From an optimization exercise on the open Yosys and OpenROAD flow, aimed at small area and a short achievable clock period; shortcuts taken in it are not production practice. RTL that was checked went through simulation tests only; none was proved equivalent to the original. Power and IR drop assume default switching activity.

Setup of build 29:
==> flow/design.v (excerpt) <==
module ecliptic_top
  (
   input wire          clk,
   input wire          nrst,
   input wire [31:0]   src1,
   input wire [31:0]   src2,
   input wire          bop_req,
   input wire [1:0]    bop_op,
   output logic [31:0] bop_res,
   output logic        bop_ack,
   input wire          cls_req,
   output logic [9:0]  cls_res,
   output logic        cls_ack,
   input wire          cmp_req,
   input wire [2:0]    cmp_op,
   output logic [31:0] cmp_res,
   output logic        cmp_invalid,
   output logic        cmp_ack,
   input wire          cvtw_req,
   input wire [1:0]    cvtw_rm,
   input wire          cvtw_unsigned,
   output logic [31:0] cvtw_res,
   output logic        cvtw_invalid,
   output logic        cvtw_inexact,
   output logic        cvtw_ack,
   input wire          cvts_req,
   input wire [1:0]    cvts_rm,
   input wire          cvts_unsigned,
   output logic [31:0] cvts_res,
   output logic        cvts_inexact,
   output logic        cvts_ack
   );
For scale: about 1900 cells after synthesis, roughly 140 flip-flops, roughly 230 I/O pins, ~11000 µm² of cells after synthesis.
export LEC_CHECK = 0
export ABC_AREA = 1
export CAP_MARGIN = 20
export CORE_MARGIN = 2
export CORE_UTILIZATION = 40
export CTS_BUF_LIST = sky130_fd_sc_hd__clkbuf_8
export CTS_CLUSTER_SIZE = 30
export SETUP_SLACK_MARGIN = 3.6
export SLEW_MARGIN = 20
export SYNTH_HIERARCHICAL = 1
create_clock -name core_clock -period 7.5 [get_ports {clk}]
standard.sh (not shown) runs the stock make flow with config.mk's settings and CLKGATE_MAP_FILE= SYNTH_SCRIPT=/design/flow/synth_recipe.tcl, a recipe that flattens the netlist after the stock synthesis.
==> flow/flow/run.sh <==
#!/bin/bash
# Standard ORFS layout, with plain buf_1 cells as the port buffers
# instead of the default clkdlybuf4s50_1 delay cells.
set -euo pipefail
export BUFFER_PORTS_ARGS="-buffer_cell sky130_fd_sc_hd__buf_1"
bash standard.sh > standard.log 2>&1
What build 8 does differently from build 29 at the input level:
Settings: a deleted CTS_CLUSTER_SIZE that had been 30; an added TNS_END_PERCENT of 20; an added GPL_TIMING_DRIVEN of 0; an added GPL_ROUTABILITY_DRIVEN of 0; a change of CORE_UTILIZATION from 40 to 50.
Findings:
From build 29 to build 8 the numbers moved as follows: data arrival time at the worst-slack endpoint increased by 0.02 ns relative to the old numbers; critical path required time increased by 0.04 ns relative to the old numbers. Sequential power: build 29 vs build 8, no meaningful difference. Comparing build 29 against build 8, there is no change at all in synthesized cell count. The lower number of tap cells added at floorplan came out of build 8. Looking at layout inverter count without the clock tree, build 8 sits 3 below build 29. The lower final non-filler cell area came out of build 8. Diff build 8 and build 29: worst setup slack higher in build 8.
#### Input delta (build 26 over build 8)
Settings: CORE_UTILIZATION: 50 -> 40; TNS_END_PERCENT: 20 -> 5.
Notes after the runs:
- Build 8 → build 26: routed wire length saw an increase, worst hold slack roughly the same, cell count along the critical path has increased, fraction of standard cell area that is sequential stayed essentially flat.
- Across both runs, power share of the clock group was higher for build 26 than for build 8.
- Build 8 has a lower number of tapcells than build 26.
- Looking at sum of internal, switching and leakage power across both flows, build 26 is the weaker of the two, with build 8 ahead.
- Build 26 ends up with higher headroom to the max-slew limit than build 8 does.
- On maximum frequency, build 26 tracks build 8 almost exactly.

---

Another version of the RTL of ecliptic_top (not shown whole).
Size in the first run: about 230 I/O pins, roughly 12,000 µm² of cells after synthesis.
make LEC_CHECK=0 CAP_MARGIN=20 CORE_MARGIN=2 CORE_UTILIZATION=40 SETUP_SLACK_MARGIN=0.2 SLEW_MARGIN=20 finish   # period 7.5 ns
run.sh (not shown) runs the stock make flow with config.mk's settings and CLKGATE_MAP_FILE= SYNTH_SCRIPT=/design/flow/synth_recipe.tcl, a recipe that flattens the netlist after the stock synthesis.
Stock flow here: none of the scripts above is used.
Then changed:
Settings changed: SETUP_SLACK_MARGIN 0.2 to 3.5.
The changed run went through all stages and came out clean.
Area after synthesis stays the same.
Non-clock buffer count is higher by 221.
Utilization rose by 15 points.
Wire length climbs by 22%.
Total power grows by 19%.
Cell count is higher by 11%.
Global-route usage increases by 5.0 points.
Final area came out higher by 29%.
Hold slack degrades by 0.25 ns.
Critical path depth falls by 1.
No functional check of the RTL was part of any run of this note.

---

build 35:
Another version of the RTL of ecliptic_top (not shown whole).
Size: about 2000 cells after synthesis, roughly 140 flip-flops, about 12000 um^2 of cells after synthesis.
Settings: LEC_CHECK=0, ABC_AREA=1, CAP_MARGIN=20, CORE_MARGIN=2, CORE_UTILIZATION=60, CTS_BUF_LIST=sky130_fd_sc_hd__clkbuf_8, SETUP_SLACK_MARGIN=3.6, SLEW_MARGIN=20, SYNTH_HIERARCHICAL=1; clock period 7.5 ns.
standard.sh (not shown) runs the stock make flow with config.mk's settings and CLKGATE_MAP_FILE= SYNTH_SCRIPT=/design/flow/synth_recipe.tcl, a recipe that flattens the netlist after the stock synthesis.
Scripts as last shown in full above: flow/flow/run.sh
Input-level comparison between build 23 and build 35:
- swapping 60 for 40 in CORE_UTILIZATION
Results
Build 23 improves on build 35 in worst slack at placement.
There was hardly any difference in accumulated negative setup slack between build 23 and build 35.
Total buffers and inverters traversed by the critical path ended up 2 lower on build 23 than on build 35.
Every run (build 23 and build 35) finished clean.
#### Input delta (build 9 over build 23)
- SLEW_MARGIN now 5, was 20
- CAP_MARGIN now 5, was 20
Notes after the runs:
- As far as area after synthesis goes, build 9 and build 23 are indistinguishable; the numbers are identical.
- Diff build 23..build 9 | fmax | unchanged
- On complex-gate fraction of the synthesized area, build 9 and build 23 are basically level.
No run of this note included a check of the RTL's function; only the layout flow was run.

---

ecliptic_top with an RTL version that a note above also has.
Size in the first run: roughly 1,900 cells after synthesis, about 140 flip-flops, roughly 230 I/O pins, about 11,000 um^2 of cells after synthesis.
// ecliptic_top
module ecliptic_top
  (
   input wire          clk,
   input wire          nrst,
   input wire [31:0]   src1,
   input wire [31:0]   src2,
   input wire          bop_req,
   input wire [1:0]    bop_op,
   output logic [31:0] bop_res,
   output logic        bop_ack,
   input wire          cls_req,
   output logic [9:0]  cls_res,
   output logic        cls_ack,
   input wire          cmp_req,
   input wire [2:0]    cmp_op,
   output logic [31:0] cmp_res,
   output logic        cmp_invalid,
   output logic        cmp_ack,
   input wire          cvtw_req,
   input wire [1:0]    cvtw_rm,
   input wire          cvtw_unsigned,
   output logic [31:0] cvtw_res,
   output logic        cvtw_invalid,
   output logic        cvtw_inexact,
   output logic        cvtw_ack,
   input wire          cvts_req,
   input wire [1:0]    cvts_rm,
   input wire          cvts_unsigned,
   output logic [31:0] cvts_res,
   output logic        cvts_inexact,
   output logic        cvts_ack
   );
  logic bop_sign;
  always_comb begin
    case (bop_op)
      2'b00: bop_sign = src2[31];
      2'b01: bop_sign = ~src2[31];
      2'b10: bop_sign = src1[31] ^ src2[31];
      default: bop_sign = src1[31];
    endcase
  end
  always_ff @(posedge clk) begin
    if (~nrst | ~bop_req) begin
      bop_res <= '0;
      bop_ack <= '0;
    end else begin
      bop_res <= {bop_sign, src1[30:0]};
      bop_ack <= 1'b1;
    end
  end
  logic [2:0] cls_kind_n, cls_kind;
  logic       cls_sg;
  always_comb begin
    if (~|src1[30:23]) cls_kind_n = (~|src1[22:0]) ? 3'd1 : 3'd2;    
    else if (~&src1[30:23]) cls_kind_n = 3'd3;                        
    else if (~|src1[22:0]) cls_kind_n = 3'd4;                         
    else cls_kind_n = src1[22] ? 3'd6 : 3'd5;                         
  ...
Settings: LEC_CHECK=0, ABC_AREA=1, CAP_MARGIN=20, CORE_MARGIN=2, CORE_UTILIZATION=40, CTS_BUF_LIST=sky130_fd_sc_hd__clkbuf_8, GPL_ROUTABILITY_DRIVEN=0, GPL_TIMING_DRIVEN=0, SETUP_SLACK_MARGIN=3.6, SLEW_MARGIN=20, SYNTH_HIERARCHICAL=1; clock period 7.5 ns.
==> flow/flow/run.sh <==
#!/bin/bash
# Standard ORFS layout, with plain buf_1 cells as the port buffers
# instead of the default clkdlybuf4s50_1 delay cells, and the buffers
# that synthesis (ABC) inserted removed at floorplan.
set -euo pipefail
export BUFFER_PORTS_ARGS="-buffer_cell sky130_fd_sc_hd__buf_1"
export REMOVE_ABC_BUFFERS=1
bash standard.sh > standard.log 2>&1
==> next run, changes <==
==> flow/flow/run.sh (replaced) <==
#!/bin/bash
# Standard ORFS layout, with plain buf_1 cells as the port buffers
# instead of the default clkdlybuf4s50_1 delay cells.
set -euo pipefail
export BUFFER_PORTS_ARGS="-buffer_cell sky130_fd_sc_hd__buf_1"
bash standard.sh > standard.log 2>&1
--- a/flow/config.mk
+++ b/flow/config.mk
@@ -17,0 +18 @@
+export TNS_END_PERCENT = 20
Effect: Worst setup slack gets better by 0.10 ns. Routed wire length goes down by 0.65%. Via count goes down by 0.74%. Sequential share of layout area goes up by 1.2 points. Final cell count goes up by 0.44%.
==> next run, changes <==
--- a/flow/config.mk
+++ b/flow/config.mk
@@ -14,0 +15 @@
+export PLACE_DENSITY = 0.8
=> The new run completed without violations. Setup slack loses 0.087 ns. Routed wire length fell by about 3.3%. Sequential share of layout area increases by 0.16 points. Total power decreases by about 1.5%. Combinational power went down by about 1%. Utilization went down by 0.38 points.
==> next run, changes <==
--- a/flow/config.mk
+++ b/flow/config.mk
@@ -15,2 +15 @@
-export PLACE_DENSITY = 0.8
-export SETUP_SLACK_MARGIN = 3.6
+export SETUP_SLACK_MARGIN = 3.7
=>
- global-route usage goes up by 1.4 points
- die area is unchanged
- routed wire length grows by about 5%
- final area increases by about 4%
- power rose by 2.9%
- worst setup slack is better by 0.13 ns
- hold slack improves by 0.042 ns
- via count falls by about 3%
- cell count came out higher by 0.91%
- non-clock buffer count is higher by 23
==> next run, changes <==
--- a/flow/config.mk
+++ b/flow/config.mk
@@ -15 +15 @@
-export SETUP_SLACK_MARGIN = 3.7
+export SETUP_SLACK_MARGIN = 3.45
@@ -18 +17,0 @@
-export TNS_END_PERCENT = 20
Outcome: The changed run completed with no timing, DRC or antenna violations; routed wire length fell slightly; flip-flop and latch count stays the same; total power drops slightly; count of clock-buffer cells in the layout is unchanged; via count came out lower slightly; setup slack degrades by 0.23 ns; final area shrinks by a few percent; core utilization is lower by 2.2 points.

---

job 6118:
Another version of the RTL of ecliptic_top (not shown whole).
For scale: ~2,100 cells after synthesis, ~230 I/O pins, ~12,000 um2 of cells after synthesis.
export LEC_CHECK = 0
export ABC_AREA = 1
export CAP_MARGIN = 20
export CORE_MARGIN = 2
export CORE_UTILIZATION = 40
export CTS_BUF_LIST = sky130_fd_sc_hd__clkbuf_8
export SETUP_SLACK_MARGIN = 3.75
export SLEW_MARGIN = 20
export SYNTH_HIERARCHICAL = 1
create_clock -name core_clock -period 7.5 [get_ports {clk}]
==> flow/flow/run.sh <==
#!/bin/bash
# Standard ORFS layout, with plain buf_1 cells as the port buffers
# instead of the default clkdlybuf4s50_1 delay cells.
set -euo pipefail
export BUFFER_PORTS_ARGS="-buffer_cell sky130_fd_sc_hd__buf_1"
bash standard.sh > standard.log 2>&1
Changes in job 5885 relative to job 6118:
- SETUP_SLACK_MARGIN now 3.6, was 3.75
==> summary.txt <==
Minimum clock period on job 5885 is behind job 6118.
Measured against each other, job 5885 and job 6118 differ in first-pass GRT wire length, the higher figure coming from job 6118.
On cell area after technology mapping, job 5885 and job 6118 are neck and neck.
When the final numbers for job 5885 and job 6118 were put side by side, the growth of design area from synthesis to finish turned out to be greater in job 6118.
In job 5885 the via count turned out about 1.7% lower than in job 6118.
Die height came out exactly the same in job 5885 and job 6118.
No functional check of the RTL was part of any run of this note.

---

ecliptic_top with an RTL version that a note above also has.
Size: about 1,900 cells after synthesis, about 140 flip-flops, ~230 I/O pins, about 11,000 um^2 of cells after synthesis.
Settings: LEC_CHECK=0, ABC_AREA=1, CAP_MARGIN=20, CORE_MARGIN=2, CORE_UTILIZATION=40, CTS_BUF_LIST=sky130_fd_sc_hd__clkbuf_8, GPL_TIMING_DRIVEN=0, SETUP_SLACK_MARGIN=3.6, SLEW_MARGIN=20, SYNTH_HIERARCHICAL=1; clock period 7.5 ns.
Scripts as last shown in full above: flow/flow/run.sh
The first run ran to the end with no violations.
Rerun with:
--- a/flow/config.mk
+++ b/flow/config.mk
@@ -13,3 +13,3 @@
 export GPL_TIMING_DRIVEN = 0
-export SETUP_SLACK_MARGIN = 3.6
+export SETUP_SLACK_MARGIN = 3.8
 export SLEW_MARGIN = 20
Outcome: Area after synthesis is unchanged. Cell area climbs by roughly a tenth. First-iteration DRC count falls by a few percent. Combinational power increases by roughly a tenth. Hold slack is about the same. Maximum frequency goes up by a few percent.
Rerun with:
--- a/flow/config.mk
+++ b/flow/config.mk
@@ -12,4 +12,3 @@
 export CTS_BUF_LIST = sky130_fd_sc_hd__clkbuf_8
-export GPL_TIMING_DRIVEN = 0
-export SETUP_SLACK_MARGIN = 3.8
+export SETUP_SLACK_MARGIN = 3.6
 export SLEW_MARGIN = 20
Result:
- The new run finished with timing, DRC and antenna clean
- utilization falls by 3.0 points
- cell count is lower by a few percent
- global-route usage fell by 2.2 points
- non-clock buffer count came out lower by 105
- flip-flop and latch count does not change
- routed wire length is lower by a few percent
- sequential share of layout area rose by 1.1 points
- count of clock-buffer cells in the layout rises by 2
Rerun with:
--- a/flow/config.mk
+++ b/flow/config.mk
@@ -12,2 +12,4 @@
 export CTS_BUF_LIST = sky130_fd_sc_hd__clkbuf_8
+export GPL_ROUTABILITY_DRIVEN = 0
+export GPL_TIMING_DRIVEN = 0
 export SETUP_SLACK_MARGIN = 3.6
Result: Final area goes down by about 3.6%; hold slack loses 0.0052 ns; fmax grows by 2.4%; core utilization shrinks by 1.8 points.

---

Another version of the RTL of ecliptic_top (not shown whole).
Size in the first run: about 1800 cells after synthesis, ~140 flip-flops, ~11000 um2 of cells after synthesis.
## ecliptic_top
module ecliptic_top
  (
   input wire          clk,
   input wire          nrst,
   input wire [31:0]   src1,
   input wire [31:0]   src2,
   input wire          bop_req,
   input wire [1:0]    bop_op,
   output logic [31:0] bop_res,
   output logic        bop_ack,
   input wire          cls_req,
   output logic [9:0]  cls_res,
   output logic        cls_ack,
   input wire          cmp_req,
   input wire [2:0]    cmp_op,
   output logic [31:0] cmp_res,
   output logic        cmp_invalid,
   output logic        cmp_ack,
   input wire          cvtw_req,
   input wire [1:0]    cvtw_rm,
   input wire          cvtw_unsigned,
   output logic [31:0] cvtw_res,
   output logic        cvtw_invalid,
   output logic        cvtw_inexact,
   output logic        cvtw_ack,
   input wire          cvts_req,
   input wire [1:0]    cvts_rm,
   input wire          cvts_unsigned,
   output logic [31:0] cvts_res,
   output logic        cvts_inexact,
   output logic        cvts_ack
   );
clock: 7.5 ns
lec_check: 0
abc_area: 1
cap_margin: 20
core_margin: 2
core_utilization: 40
cts_buf_list: sky130_fd_sc_hd__clkbuf_8
gpl_routability_driven: 0
gpl_timing_driven: 0
setup_slack_margin: 3.8
slew_margin: 20
synth_hierarchical: 1
tns_end_percent: 20
Scripts as last shown in full above: flow/flow/run.sh
Next try:
- SETUP_SLACK_MARGIN: 3.8 -> 3.7
- TNS_END_PERCENT: 20 -> 30
- first-iteration DRC count drops by 3.1%
- total power drops by 1.7%
- die area stays the same
- worst setup slack gets worse by 37 ps
- wire length drops by about 1.1%
- clock-buffer cell count does not change
- area after synthesis is unchanged
- global-route usage drops by 0.10 points

---

Setup of v6:
Another version of the RTL of ecliptic_top (not shown whole).
For scale: ~2400 cells after synthesis, roughly 230 I/O pins.
==> flow/config.mk <==
export PLATFORM = sky130hd
export DESIGN_NAME = ecliptic_top
export DESIGN_NICKNAME = ecliptic_top
export VERILOG_FILES = /design/flow/design.v
export SDC_FILE = /design/flow/constraint.sdc
export NUM_CORES = 4
export LEC_CHECK = 0
export ABC_AREA = 1
export CAP_MARGIN = 20
export CORE_MARGIN = 2
export CORE_UTILIZATION = 40
export SETUP_SLACK_MARGIN = 3.5
export SLEW_MARGIN = 20
export SYNTH_HIERARCHICAL = 1
==> flow/constraint.sdc <==
create_clock -name core_clock -period 7.5 [get_ports {clk}]
set_input_delay 1.5000 -clock core_clock [delete_from_list [all_inputs] [get_ports {clk}]]
set_output_delay 1.5000 -clock core_clock [all_outputs]
set_load 0.01 [all_outputs]
Scripts as last shown in full above: flow/flow/run.sh
v6 completed every stage of the flow, and the final layout passed the timing, design-rule and antenna checks.
## Diff of input files: v7 against v6
Settings: swapping 3.5 for 4.0 in SETUP_SLACK_MARGIN.
### Flow results
- Diff v6 -> v7: worst hold slack went down by 0.020 ns; fraction of power spent switching nets went up by 0.36 points.
- When the final numbers for v6 and v7 were put side by side, the total of fill cells in the finished design turned out to be greater in v6.
- Between v6 and v7, clock power share decreased.
No functional check of the RTL was part of any run of this note.

separate check: timing with driven ports:
Ports are ideal in the flow. The routed layouts listed here were re-timed in OpenROAD.
Step 1, drivers: a clkbuf_16 drives clk and a buf_2 each remaining input, both assumed.
Step 2 adds t to the input delays and takes it off the output delays; t is the mean of the earliest and latest rising clock arrival at the registers after step 1. Input paths then give back, and output paths get back, about the clock's delay inside the block.
Slacks: ideal / step 1 / step 2; pairs: ideal / step 1.
run | t, ns | slack for setup (ns) | pins driven straight from the clock port
build 29 | 0.503 | 3.617 / 3.623 / 3.120 | 1
build 8 | 0.499 | 3.638 / 3.659 / 3.159 | 1
build 26 | 0.512 | 3.647 / 3.659 / 3.147 | 1
the first run of note 2 | 0.488 | 1.530 / 1.553 / 1.064 | 1
the second run of note 2 | 0.484 | 2.834 / 2.785 / 2.391 | 1
build 35 | 0.524 | 3.628 / 3.623 / 3.099 | 1
build 23 | 0.534 | 3.684 / 3.715 / 3.181 | 1
build 9 | 0.534 | 3.684 / 3.715 / 3.181 | 1
the first run of note 4 | 0.522 | 3.626 / 3.599 / 3.076 | 1
the second run of note 4 | 0.513 | 3.727 / 3.678 / 3.220 | 1
the third run of note 4 | 0.530 | 3.640 / 3.615 / 3.085 | 1
the fourth run of note 4 | 0.510 | 3.774 / 3.744 / 3.259 | 1
the fifth run of note 4 | 0.513 | 3.549 / 3.571 / 3.058 | 1
job 6118 | 0.524 | 3.836 / 3.857 / 3.333 | 1
job 5885 | 0.526 | 3.721 / 3.734 / 3.208 | 1
the first run of note 6 | 0.530 | 3.682 / 3.667 / 3.163 | 1
the second run of note 6 | 0.533 | 3.794 / 3.752 / 3.219 | 1
the third run of note 6 | 0.503 | 3.617 / 3.623 / 3.120 | 1
the fourth run of note 6 | 0.516 | 3.709 / 3.711 / 3.195 | 1
the first run of note 7 | 0.522 | 3.756 / 3.708 / 3.236 | 1
the second run of note 7 | 0.518 | 3.718 / 3.691 / 3.222 | 1
v6 | 0.498 | 3.629 / 3.634 / 3.136 | 1
v7 | 0.499 | 3.787 / 3.732 / 3.525 | 1
After both steps setup and hold are still met in every run listed. The setup slack of the second run of note 6, which loses most, moves by -0.042 ns with the drivers and by -0.575 ns with both steps.
